Source: an optimization exercise on an open RTL-to-GDS flow (aim: small area and a short achievable clock period). Production flows keep margins and buffers that such runs may drop.
Only simulation tests tie the RTL to the original design; equivalence was not proved.
In every run shown here, the design's own scripts or RTL, not TritonCTS, make the clock network.
No driver is modelled on the clock port, so clock power and skew are understated where the tree is cut down; a real chip needs a root buffer or a tree.
Power figures rest on the tool's default switching activity, not on a simulated workload.

## flow/design.v (module list and top-level ports; edited modules follow where they fit)
// module mips_exu: 50 lines
// module full_adder: 7 lines
// module mux21: 6 lines
// module nmux21: 17 lines
// module zero_check: 7 lines
// module equality_check: 14 lines
// module nadder: 28 lines
// module nincrementer: 16 lines
// module au: 21 lines
// module logical_unit: 38 lines
// module alu: 47 lines
// module bslc: 21 lines
// module slc: 30 lines
// module srlc: 33 lines
// module su: 27 lines
// module bce: 19 lines
// module exu_g_a21o: 3 lines
// module exu_g_a21oi: 3 lines
// module exu_g_a222oi: 3 lines
// module exu_g_a22o: 3 lines
// module exu_g_inv: 3 lines
// module exu_g_mux2i: 3 lines
// module exu_g_nand2: 3 lines
// module exu_g_nand3: 3 lines
// module exu_g_nor2: 3 lines
// module exu_g_o21ai: 3 lines
// module exu_g_o22ai: 3 lines
// module exu_g_or4: 3 lines
// module exu_g_xnor2: 3 lines
// module exu_g_xor2: 3 lines
// module exu_alu_t0: 3 lines
// module exu_alu_u1n: 3 lines
// module exu_alu_lui: 3 lines
// module exu_bit0: 11 lines
// module exu_alu_flags: 15 lines
// module exu_bce: 19 lines
// module exu_sh_dec3: 17 lines
// module exu_sh_deca: 21 lines
// module exu_core: 1088 lines
module mips_exu (
    input  logic        clk,
    input  logic [31:0] a,
    input  logic [31:0] b,
    input  logic [4:0]  sa,
    input  logic [3:0]  af,
    input  logic        i,
    input  logic [1:0]  sf,
    input  logic [3:0]  bf,
    output logic [31:0] alures,
    output logic        ovfalu,
    output logic [31:0] sures,
    output logic        bcres
);
  // ...
==> flow/flow/run.sh <==
#!/bin/bash
# The standard layout (standard.sh), except:
# - the port buffers are plain buffers (sky130_fd_sc_hd__buf_1) instead of the
#   delay cells buffer_ports picks by default; every port still gets its own
#   buffer;
# - the clock tree is built by flow/clock_tree.tcl instead of ORFS's CTS: two
#   balanced levels of clkbuf_8 (4 roots on the clock port, 12 leaves), every
#   flip-flop behind the same two stages.
# Each tool's output goes to a log file here: standard_place.log,
# clock_tree.log, standard_finish.log (and ORFS's own logs under orfs/logs/).
set -euo pipefail
cd "$(dirname "$0")/.."
BUF="-buffer_cell sky130_fd_sc_hd__buf_1"
export BUFFER_PORTS_ARGS="$BUF"
bash standard.sh BUFFER_PORTS_ARGS="$BUF" place > standard_place.log 2>&1
RES=orfs/results/$FLOW_PLATFORM/mips_exu/base
LOGD=orfs/logs/$FLOW_PLATFORM/mips_exu/base
RESULTS=$PWD/$RES NLEAF=12 LEAFBUF=sky130_fd_sc_hd__clkbuf_8 NROOT=4 ROOTBUF=sky130_fd_sc_hd__clkbuf_8 \
  LIB=$FLOW_HOME/platforms/$FLOW_PLATFORM/lib/sky130_fd_sc_hd__tt_025C_1v80.lib \
  PLATFORM_DIR=$FLOW_HOME/platforms/$FLOW_PLATFORM \
  openroad -exit flow/clock_tree.tcl > clock_tree.log 2>&1
cp clock_tree.log $LOGD/4_1_cts.log
cp $RES/4_1_cts.odb $RES/4_cts.odb
bash standard.sh BUFFER_PORTS_ARGS="$BUF" finish > standard_finish.log 2>&1
==> flow/flow/clock_tree.tcl <==
# Clock tree in place of ORFS's CTS step (reads 3_place.odb, writes
# 4_1_cts.odb and 4_cts.sdc): the flip-flops are split into NLEAF clusters
# (balanced k-means on their placed locations), each driven by a LEAFBUF
# buffer at its centre; the leaf buffers are split the same way into NROOT
# groups, each driven by a ROOTBUF buffer that the clock port drives.
# Every flip-flop sees the same two buffer stages.
set R $::env(RESULTS)
read_db $R/3_place.odb
read_liberty $::env(LIB)
read_sdc $R/3_place.sdc
source $::env(PLATFORM_DIR)/setRC.tcl
set block [ord::get_db_block]
set dbu [$block getDbUnitsPerMicron]

# balanced k-means: returns the cluster of each point
proc kmeans {xs ys k} {
  set n [llength $xs]
  set cap [expr {int(ceil(double($n) / $k))}]
  set xmin [tcl::mathfunc::min {*}$xs]; set xmax [tcl::mathfunc::max {*}$xs]
  set ymin [tcl::mathfunc::min {*}$ys]; set ymax [tcl::mathfunc::max {*}$ys]
  set cx {}; set cy {}
  for {set c 0} {$c < $k} {incr c} {
    set a [expr {2.0 * 3.14159265 * ($c + 0.5) / $k}]
    lappend cx [expr {($xmin + $xmax) / 2.0 + cos($a) * ($xmax - $xmin) / 3.0}]
    lappend cy [expr {($ymin + $ymax) / 2.0 + sin($a) * ($ymax - $ymin) / 3.0}]
  }
  set asg [lrepeat $n 0]
  for {set it 0} {$it < 40} {incr it} {
    set order {}
    for {set i 0} {$i < $n} {incr i} {
      set ds {}
      for {set c 0} {$c < $k} {incr c} {
        lappend ds [expr {hypot([lindex $xs $i] - [lindex $cx $c], [lindex $ys $i] - [lindex $cy $c])}]
      }
      set s [lsort -real $ds]
      # points with the most to lose go first
      lappend order [list $i [expr {[lindex $s 1] - [lindex $s 0]}] $ds]
    }
    set order [lsort -real -decreasing -index 1 $order]
    set cnt [lrepeat $k 0]
    foreach e $order {
      lassign $e i regret ds
      set best 1e30; set bc 0
      for {set c 0} {$c < $k} {incr c} {
        if {[lindex $cnt $c] >= $cap} { continue }
        if {[lindex $ds $c] < $best} { set best [lindex $ds $c]; set bc $c }
      }
      lset asg $i $bc
      lset cnt $bc [expr {[lindex $cnt $bc] + 1}]
    }
    set sx [lrepeat $k 0.0]; set sy [lrepeat $k 0.0]
    for {set i 0} {$i < $n} {incr i} {
      set c [lindex $asg $i]
      lset sx $c [expr {[lindex $sx $c] + [lindex $xs $i]}]
      lset sy $c [expr {[lindex $sy $c] + [lindex $ys $i]}]
    }
    for {set c 0} {$c < $k} {incr c} {
      if {[lindex $cnt $c] > 0} {
        lset cx $c [expr {[lindex $sx $c] / [lindex $cnt $c]}]
        lset cy $c [expr {[lindex $sy $c] / [lindex $cnt $c]}]
      }
    }
  }
  return [list $asg $cx $cy]
}

proc pin_xy {pin} {
  set box [[sta::sta_to_db_inst [$pin instance]] getBBox]
  return [list [expr {([$box xMin] + [$box xMax]) / 2.0}] [expr {([$box yMin] + [$box yMax]) / 2.0}]]
}

# insert one buffer per cluster of the given load pins on net clk
proc buffer_clusters {pins xs ys k cell prefix} {
  global dbu
  lassign [kmeans $xs $ys $k] asg cx cy
  set bufs {}
  for {set c 0} {$c < $k} {incr c} {
    set load {}
    for {set i 0} {$i < [llength $pins]} {incr i} {
      if {[lindex $asg $i] == $c} { lappend load [lindex $pins $i] }
    }
    if {![llength $load]} { continue }
    set x [expr {[lindex $cx $c] / $dbu}]
    set y [expr {[lindex $cy $c] / $dbu}]
    puts "$prefix$c: [llength $load] loads at ($x, $y)"
    set before [llength [$::block getInsts]]
    set r [insert_buffer -buffer_cell $cell -net clk -load_pins $load -location [list $x $y] \
      -buffer_name ${prefix}$c -net_name ${prefix}net_$c]
    puts "inserted: $r"
    lappend bufs $r
  }
  return $bufs
}

set sinks {}
foreach pin [get_pins -of_objects [get_nets clk]] {
  if {[get_property $pin direction] eq "input"} { lappend sinks $pin }
}
puts "clock sinks: [llength $sinks]"
set xs {}; set ys {}
foreach p $sinks { lassign [pin_xy $p] x y; lappend xs $x; lappend ys $y }
set leaves [buffer_clusters $sinks $xs $ys $::env(NLEAF) $::env(LEAFBUF) clkleaf_]
set leafpins {}; set xs {}; set ys {}
foreach b $leaves {
  lappend leafpins [get_pins -of_objects $b -filter "direction == input"]
  set box [[sta::sta_to_db_inst $b] getBBox]
  lappend xs [expr {([$box xMin] + [$box xMax]) / 2.0}]
  lappend ys [expr {([$box yMin] + [$box yMax]) / 2.0}]
}
if {$::env(NROOT) > 0} {
  buffer_clusters $leafpins $xs $ys $::env(NROOT) $::env(ROOTBUF) clkroot_
}
foreach net [$block getNets] {
  if {[string match clkleaf_net_* [$net getName]] || [string match clkroot_net_* [$net getName]] || [$net getName] eq "clk"} {
    $net setSigType CLOCK
  }
}
detailed_placement
check_placement -verbose
set_propagated_clock [all_clocks]
estimate_parasitics -placement
report_clock_latency
set worst 0
foreach pin [all_registers -clock_pins] {
  foreach rf {rise fall} {
    set s [get_property $pin slew_max_$rf]
    if {$s > $worst} { set worst $s }
  }
}
puts "worst flip-flop clock pin slew: $worst"
report_checks -path_delay max -to [all_outputs] -format end -group_path_count 1
write_db $R/4_1_cts.odb
write_sdc $R/4_cts.sdc
==> flow/standard.sh <==
#!/bin/bash
# synth_recipe.tcl (not shown) runs the flow's synth.tcl, then flattens the netlist and writes it again
# the make line also repeats each setting of config.mk as NAME=value (left out here)
make -C /OpenROAD-flow-scripts/flow DESIGN_CONFIG=/design/flow/config.mk WORK_HOME=/design/flow/orfs CLKGATE_MAP_FILE= SYNTH_SCRIPT=/design/flow/synth_recipe.tcl "${@:-finish}"
==> flow/config.mk <==
export PLATFORM = sky130hd
export DESIGN_NAME = mips_exu
export DESIGN_NICKNAME = mips_exu
export VERILOG_FILES = /design/flow/design.v
export SDC_FILE = /design/flow/constraint.sdc
export NUM_CORES = 4
export LEC_CHECK = 0
export CAP_MARGIN = 20
export CELL_PAD_IN_SITES_DETAIL_PLACEMENT = 1
export CORE_MARGIN = 2
export CORE_UTILIZATION = 45
export SLEW_MARGIN = 20
export SYNTH_HIERARCHICAL = 1
==> flow/constraint.sdc <==
create_clock -name core_clock -period 14.0 [get_ports {clk}]
set_input_delay 2.8000 -clock core_clock [delete_from_list [all_inputs] [get_ports {clk}]]
set_output_delay 2.8000 -clock core_clock [all_outputs]
set_load 0.01 [all_outputs]
==> flow_metrics.tcl, run 1 <==
set metrics [dict create \
    status "no timing/DRC/antenna violations" \
    grt_pass1_wl_mm 39.51 \
    rsz0062_at_grt "no" \
    layout.nets 1008 \
    regArea_sq_mm 0.002923 \
    insertedDiodeCount 0 \
    cp-end-kind "primary output" \
    clkCellAreaFrac_pct 2.635 \
    insertion_delay_ns 0.30 \
    pg_comb_mw 0.444 \
    drt_iter0_drc 1280 \
    combPwrFrac_pct 37.4 \
    power_mw 1.187 \
    clock.fmax_ghz 0.2765 \
    cp.buffers_inverters 1 \
    synthXorXnorAreaFrac_pct 12.47 \
    cp_max_fo 1 \
    synth_top_area_share_pct 40.05 \
    die_area_sq_mm 0.01725 \
    met2_usage_pct 43.92 \
    path_depth 1 \
    die_w_microns 131.3 \
    dr.pass1.iters 15 \
    multi_input_area_share_pct 49.63 \
    synth_top_family_by_area "compound AO/OA/AOI/OAI gates" \
    critPathLaunch "alures[27]$_DFF_P_" \
    worstHoldPathCells 2 \
    r2r_slack_ns 10.41 \
    power-per-cell-area_mw_per_mm2 142.0 \
    design_area_sq_mm 0.008358 \
]
==> run 2: changes to the inputs <==
--- a/flow/config.mk
+++ b/flow/config.mk
@@ -8,6 +8,6 @@
 export CAP_MARGIN = 20
 export CELL_PAD_IN_SITES_DETAIL_PLACEMENT = 1
 export CORE_MARGIN = 2
-export CORE_UTILIZATION = 45
+export CORE_UTILIZATION = 28
 export SLEW_MARGIN = 20
 export SYNTH_HIERARCHICAL = 1
==> run 2 against run 1 <==
  * Maximum frequency rose by 0.56%
  * Count of clock-buffer cells in the layout did not move
  * Clock skew fell by 0.00078 ns
  * Critical path type unchanged
==> flow_metrics.tcl, run 2 <==
set metrics [dict create \
    layout-drive-gt1-share_pct 4.644 \
    grt_max_degree 33 \
    avgSynthCellArea_sq_um 9.564 \
    gr-total-overflow 0 \
    vias 6982 \
    insertedDiodeCount 0 \
    die_w_microns 165.4 \
    synth_top_family_by_area "compound AO/OA/AOI/OAI gates" \
    insertion_delay_ns 0.31 \
    die_area_sq_mm 0.02737 \
    ys_ff_latch 146 \
    synth.most_common_cell "dfxtp_1" \
    grt_pass1_wl_mm 38.97 \
    placementRows 59 \
    yosys_warnings 9 \
    slew_headroom_pct 28.89 \
    rsz0062_at_grt "no" \
    synth_top_area_share_pct 40.05 \
    setup_viol 0 \
    grt_pass1_vias 6999 \
    drv_slew 0 \
    synth_edf_count 0 \
    syn_nets 844 \
    period_share_pct 25.69 \
    cp.buffers_inverters 1 \
    path_delay_family "flip-flops" \
    status "no timing/DRC/antenna violations" \
    core-area_sq_mm 0.02584 \
    io_pins 147 \
    syn2layout_area_growth_pct 16.51 \
    maxCapViolCount 0 \
    fin_setup_tns_ns 0 \
    synth_mux_area_share_pct 9.328 \
    die_h_microns 165.4 \
    crit_chain "buf_1" \
    grtUsageTotal_pct 18.13 \
    tightest_slew_ns 1.055 \
    cp_max_fo 1 \
    dp_hpwl_mm 19.67 \
    synth_area_sq_mm 0.007297 \
    power-per-cell-area_mw_per_mm2 139.1 \
    path_class "flop to primary output" \
    start_util_pct 28.24 \
    synthTopCellsByCount "146 x dfxtp_1, 96 x a222oi_1, 82 x xor2_1" \
    cts.clk_slew.worst_paths_ns 0.08 \
    p_leak_nw 3.479 \
    drc 0 \
    crit_required_ns 11.20 \
    max-vdd-ir-drop_v 0.00006318 \
    cp-end-kind "primary output" \
    dr.pass1.iters 13 \
    synth.area.top_cells "dfxtp_1 40%, a222oi_1 13%, xor2_1 9.8%, mux2i_1 9.3%, nand3_1 3.8%" \
    finalHoldViolCount 0 \
    cp-start-kind "flop" \
    layout.nets 1009 \
    drtAntennaViolNets 0 \
    yosysSeqAreaShare_pct 40.05 \
    synthXorXnorAreaFrac_pct 12.47 \
    yosys.area_share.simple_pct 13.15 \
    worst_path_largest_cell_delay_ns 0.34 \
    antenna_found_initial 0 \
    hold_path.class "flop to flop" \
    syn_inst 763 \
    synth_adder_area_share_pct 0 \
    ys.flop_type "dfxtp_1" \
    viasPerCell 5.537 \
    crit_path_top_delay_cell "dfxtp_1" \
    clock.fmax_ghz 0.2781 \
    synth-compound-area-share_pct 21.90 \
    ys_async_sr_fraction_pct 0 \
    drt_iter0_drc 982 \
    layout_common_cells "146 x dfxtp_1, 146 x buf_1, 96 x a222oi_1" \
    fin_worst_skew_ns 0.02597 \
    drt-total-wl_mm 26.01 \
    fin_util_pct 32.91 \
    port_buffers 146 \
    crit_arrival_ns 0.80 \
    gp_congestion 0.9206 \
    yosys.area.top_type "dfxtp_1" \
    wl_per_cell_microns 20.63 \
    synth_cell_types 38 \
    period_needed_ns 3.596 \
]
[run 2: cell counts after synthesis]
Identical to the previous run, type by type.
[run 2: cell type report]
type                    instances  area, sq um
fillers                      3078        17340
multi-input cells             557         4148
flip-flops and latches        146         2923
repair buffers                148        570.5
well taps                     335        419.2
inverters                      59        221.5
clock buffers                  16        220.2
[run 2: final timing paths]
check	startpoint	end	slack (ns)	cells past startpoint
max	alures[29]$_DFF_P_	alures[29]	10.40	1
min	bf_q[1]$_DFF_P_	bcres$_DFF_P_	0.51	2
max reg2reg	sa_q[0]$_DFF_P_	sures[27]$_DFF_P_	10.54	10
min reg2reg	bf_q[1]$_DFF_P_	bcres$_DFF_P_	0.51	2
[run 2: through the flow]
step / hold slack, ns / setup slack [ns] / instances / power (mW) / area (sq um)
floorplan: 0.4495 / 10.87 / 763 / 0.8043 / 7297
global placement: 0.4799 / 10.72 / 1244 / 0.9376 / 8267
detailed placement: 0.4925 / 10.64 / 1244 / 0.9473 / 8267
global route: 0.5252 / 10.18 / 1261 / 1.254 / 8502
finish: 0.5121 / 10.40 / 1261 / 1.182 / 8502
[run 2: per-module statistics from Yosys, one instance, submodules excluded, a selection]
module	times used	cells
exu_g_or4	20	1
exu_bit0	1	3
exu_g_nand3	55	1
exu_g_a22o	16	1
exu_alu_t0	1	2
exu_g_inv	55	1
exu_g_o22ai	1	1
[run 2: logic make-up (layout without fill, tap and decap cells)]
family	Yosys count	after routing
AOI/OAI and AO/OA	190	190
xor gates and xnor gates	103	103
buffers and inverters	60	223
DFF	146	146
muxes	68	68
and+or+nand+nor	196	196
[run 2: routing by layer]
layer	global-route usage [%]	share of wire, %	up-vias
met4	8.190	4.6	0
met1	23.82	43	3331
met2	29.20	44	335
met5	0	0	-
met3	2.997	8.0	69
li1	-	-	3247
[run 2: power breakdown]
group | switching [mW] | total, mW | leakage, nW | internal [mW]
clock | 0.131 | 0.235 | 0.115 | 0.103
sequential | 0.0341 | 0.513 | 1.23 | 0.479
combinational | 0.279 | 0.435 | 2.14 | 0.156
==> run 3: changes to the inputs <==
--- a/flow/config.mk
+++ b/flow/config.mk
@@ -8,6 +8,6 @@
 export CAP_MARGIN = 20
 export CELL_PAD_IN_SITES_DETAIL_PLACEMENT = 1
 export CORE_MARGIN = 2
-export CORE_UTILIZATION = 28
+export CORE_UTILIZATION = 35
 export SLEW_MARGIN = 20
 export SYNTH_HIERARCHICAL = 1
==> run 3 against run 2 <==
  * Maximum frequency rose by 0.36%
  * Register-to-register slack barely moved
  * Setup slack improved by 0.013 ns
  * Synthesized area did not move
  * Largest power group unchanged
==> flow_metrics.tcl, run 3 <==
set metrics [dict create \
    start_util_pct 35.83 \
    yosys_warnings 9 \
    die_area_sq_mm 0.02202 \
    setup_viol 0 \
    fill_cells 2435 \
    insertion_delay_ns 0.29 \
    finalHoldViolCount 0 \
    grt_pass1_wl_mm 37.74 \
    synth_area_sq_mm 0.007297 \
    ys_async_sr_fraction_pct 0 \
    worst_path_largest_cell_delay_ns 0.32 \
    worstHoldStart "bf_q[3]$_DFF_P_" \
    insertedDiodeCount 0 \
    drt_iter0_drc 1312 \
    path_delay_family "flip-flops" \
    layout_common_cells "146 x dfxtp_1, 146 x buf_1, 96 x a222oi_1" \
    cp-end-kind "primary output" \
    grt_max_degree 33 \
    r2r-start "sa_q[0]$_DFF_P_" \
    avgSynthCellArea_sq_um 9.564 \
    grt_pass1_vias 6715 \
    dp_hpwl_mm 18.52 \
    crit_path_top_delay_cell "dfxtp_1" \
    gr-total-overflow 0 \
    r2r_slack_ns 10.53 \
    ys.flop_type "dfxtp_1" \
    maxCapViolCount 0 \
    synth_edf_count 0 \
    hold_path.class "flop to flop" \
    grtUsageTotal_pct 21.27 \
    wl_per_cell_microns 20.59 \
    layout.nets 1008 \
    setup_ws_ns 10.42 \
    syn_nets 844 \
    max-vdd-ir-drop_v 0.00004331 \
    layout-drive-gt1-share_pct 4.541 \
    drt-total-wl_mm 24.61 \
    crit_required_ns 11.20 \
    drtAntennaViolNets 0 \
    power_mw 1.177 \
    syn_inst 763 \
    worstHoldPathCells 2 \
    post-place-ws_ns 10.63 \
    period_needed_ns 3.583 \
    antenna_found_initial 0 \
    cp.buffers_inverters 1 \
    hold_end "bcres$_DFF_P_" \
    path_class "flop to primary output" \
    syn2layout_area_growth_pct 15.47 \
    placementRows 52 \
    drc 0 \
    yosys.area.top_type "dfxtp_1" \
    die_w_microns 148.4 \
    cts.clk_slew.worst_paths_ns 0.08 \
    synthTopCellsByCount "146 x dfxtp_1, 96 x a222oi_1, 82 x xor2_1" \
    p_leak_nw 3.479 \
    io_pins 147 \
    dr.pass1.iters 13 \
    crit_chain "buf_1" \
    cp_max_fo 1 \
    ys_ff_latch 146 \
    rsz0062_at_grt "no" \
    status "no timing/DRC/antenna violations" \
    fin_worst_skew_ns 0.02769 \
    cp-start-kind "flop" \
    viasPerCell 5.831 \
    die_h_microns 148.4 \
    slew_headroom_pct 26.16 \
    gp_congestion 0.9174 \
    clock.fmax_ghz 0.2791 \
    core-area_sq_mm 0.02036 \
    fin_setup_tns_ns 0 \
    vias 6968 \
    synth_top_area_share_pct 40.05 \
    power-per-cell-area_mw_per_mm2 139.6 \
    crit_arrival_ns 0.78 \
    port_buffers 146 \
    worstRegToRegCells 10 \
    synth.most_common_cell "dfxtp_1" \
    period_share_pct 25.60 \
    tightest_slew_ns 1.106 \
    synth_cell_types 38 \
    yosysSeqAreaShare_pct 40.05 \
    synth.area.top_cells "dfxtp_1 40%, a222oi_1 13%, xor2_1 9.8%, mux2i_1 9.3%, nand3_1 3.8%" \
    drv_slew 0 \
    reg2reg_to "sures[14]$_DFF_P_" \
]
-- run 3: how the worst max path moves through the flow --
stage	start	to	slack (ns)	cells past startpoint
after floorplan	alures[0]$_DFF_P_	alures[0]	10.87	0
after global placement	sures[17]$_DFF_P_	sures[17]	10.73	1
after detailed placement	a_q[2]$_DFF_P_	alures[31]$_DFF_P_	10.63	14
after global routing	sa_q[0]$_DFF_P_	sures[27]$_DFF_P_	10.29	10
final	sures[25]$_DFF_P_	sures[25]	10.42	1
-- run 3: final cells by class --
type | instances | area (sq um) | area share [%]
tap | 270 | 337.8 | 4.010
timing repair buffer | 147 | 575.6 | 6.831
sequential | 146 | 2923 | 34.69
multi-input combinational | 557 | 4148 | 49.23
clock buffer | 16 | 220.2 | 2.614
inverter | 59 | 221.5 | 2.628
-- run 3: power breakdown --
part	internal, mW	total (mW)	switching [mW]
combinational	0.156	0.436	0.280
sequential	0.479	0.512	0.0337
clock	0.103	0.228	0.125
total	0.738	1.18	0.438
-- run 3: per-module statistics from Yosys, one instance, submodules excluded, a selection --
module         flops+latches  cell area [sq um]  cells
exu_g_xnor2                0              8.758      1
exu_g_o21ai                0              5.005      1
exu_g_mux2i                0              10.01      1
exu_g_a21oi                0              8.758      1
exu_bce                    0              52.55      8
exu_g_nor2                 0              3.754      1
exu_sh_deca                0              76.32     13
exu_g_o22ai                0              6.256      1
exu_alu_flags              0              47.55      8
exu_sh_dec3                0              82.58     12
exu_alu_u1n                0              30.03      2
-- run 3: per-stage QoR --
stage          instances  util, %  hold WS (ns)  area (sq um)
6_report            1195    41.37        0.5287          8426
3_3_place_gp        1178    40.16        0.4696          8178
5_1_grt             1195    41.37        0.5563          8426
3_5_place_dp        1178    40.16        0.5156          8178
2_1_floorplan        763        -        0.4495          7297
-- run 3: cells by family after synthesis --
kind of cell	share of synthesized area, %
compound gates	21.90
xor+xnor	12.47
buf+inv	3.103
flops	40.05
simple gates	13.15
mux	9.328
-- run 3: worst min-delay path, stage by stage, from the launching register on --
cell and delay (ns):
dfxtp_1 0.33, a21oi_1 0.04, o21bai_1 0.12
-- run 3: routing by layer --
layer	vias to the layer above	GRT usage, %	wire length [microns]
li1	3242	-	-
met1	3321	30.57	11000
met2	360	34.10	10970
met3	45	2.577	1973
met4	0	5.048	654
met5	-	0	0

==> afterwards: timing with drivers on the ports <==
The results above use ideal ports. As a check the final layouts listed here were re-extracted and re-timed, cells and wires unchanged. Step 1 sets driving cells, clkbuf_16 on the clock port and buf_2 on the other inputs (assumed; they add their load-dependent delay and slew). Step 2 times the ports against the registers' clock, not the clock port: input delays grow and output delays shrink by t, the midpoint of the rising clock arrivals with the driver on. a / b / c = no drivers / after step 1 / after step 2; a / b = the first two.
run	shift t [ns]	setup slack, ns	worst hold slack (ns)	worst register clock-pin slew, ns	cell pins on the clock port's net
run 1	0.378	10.384 / 10.293 / 10.412	0.487 / 0.487 / 0.487	0.09 / 0.09	4
run 2	0.379	10.404 / 10.322 / 10.545	0.512 / 0.512 / 0.512	0.09 / 0.09	4
run 3	0.366	10.417 / 10.330 / 10.525	0.529 / 0.529 / 0.529	0.09 / 0.09	4
After both steps every run listed still meets setup and hold.
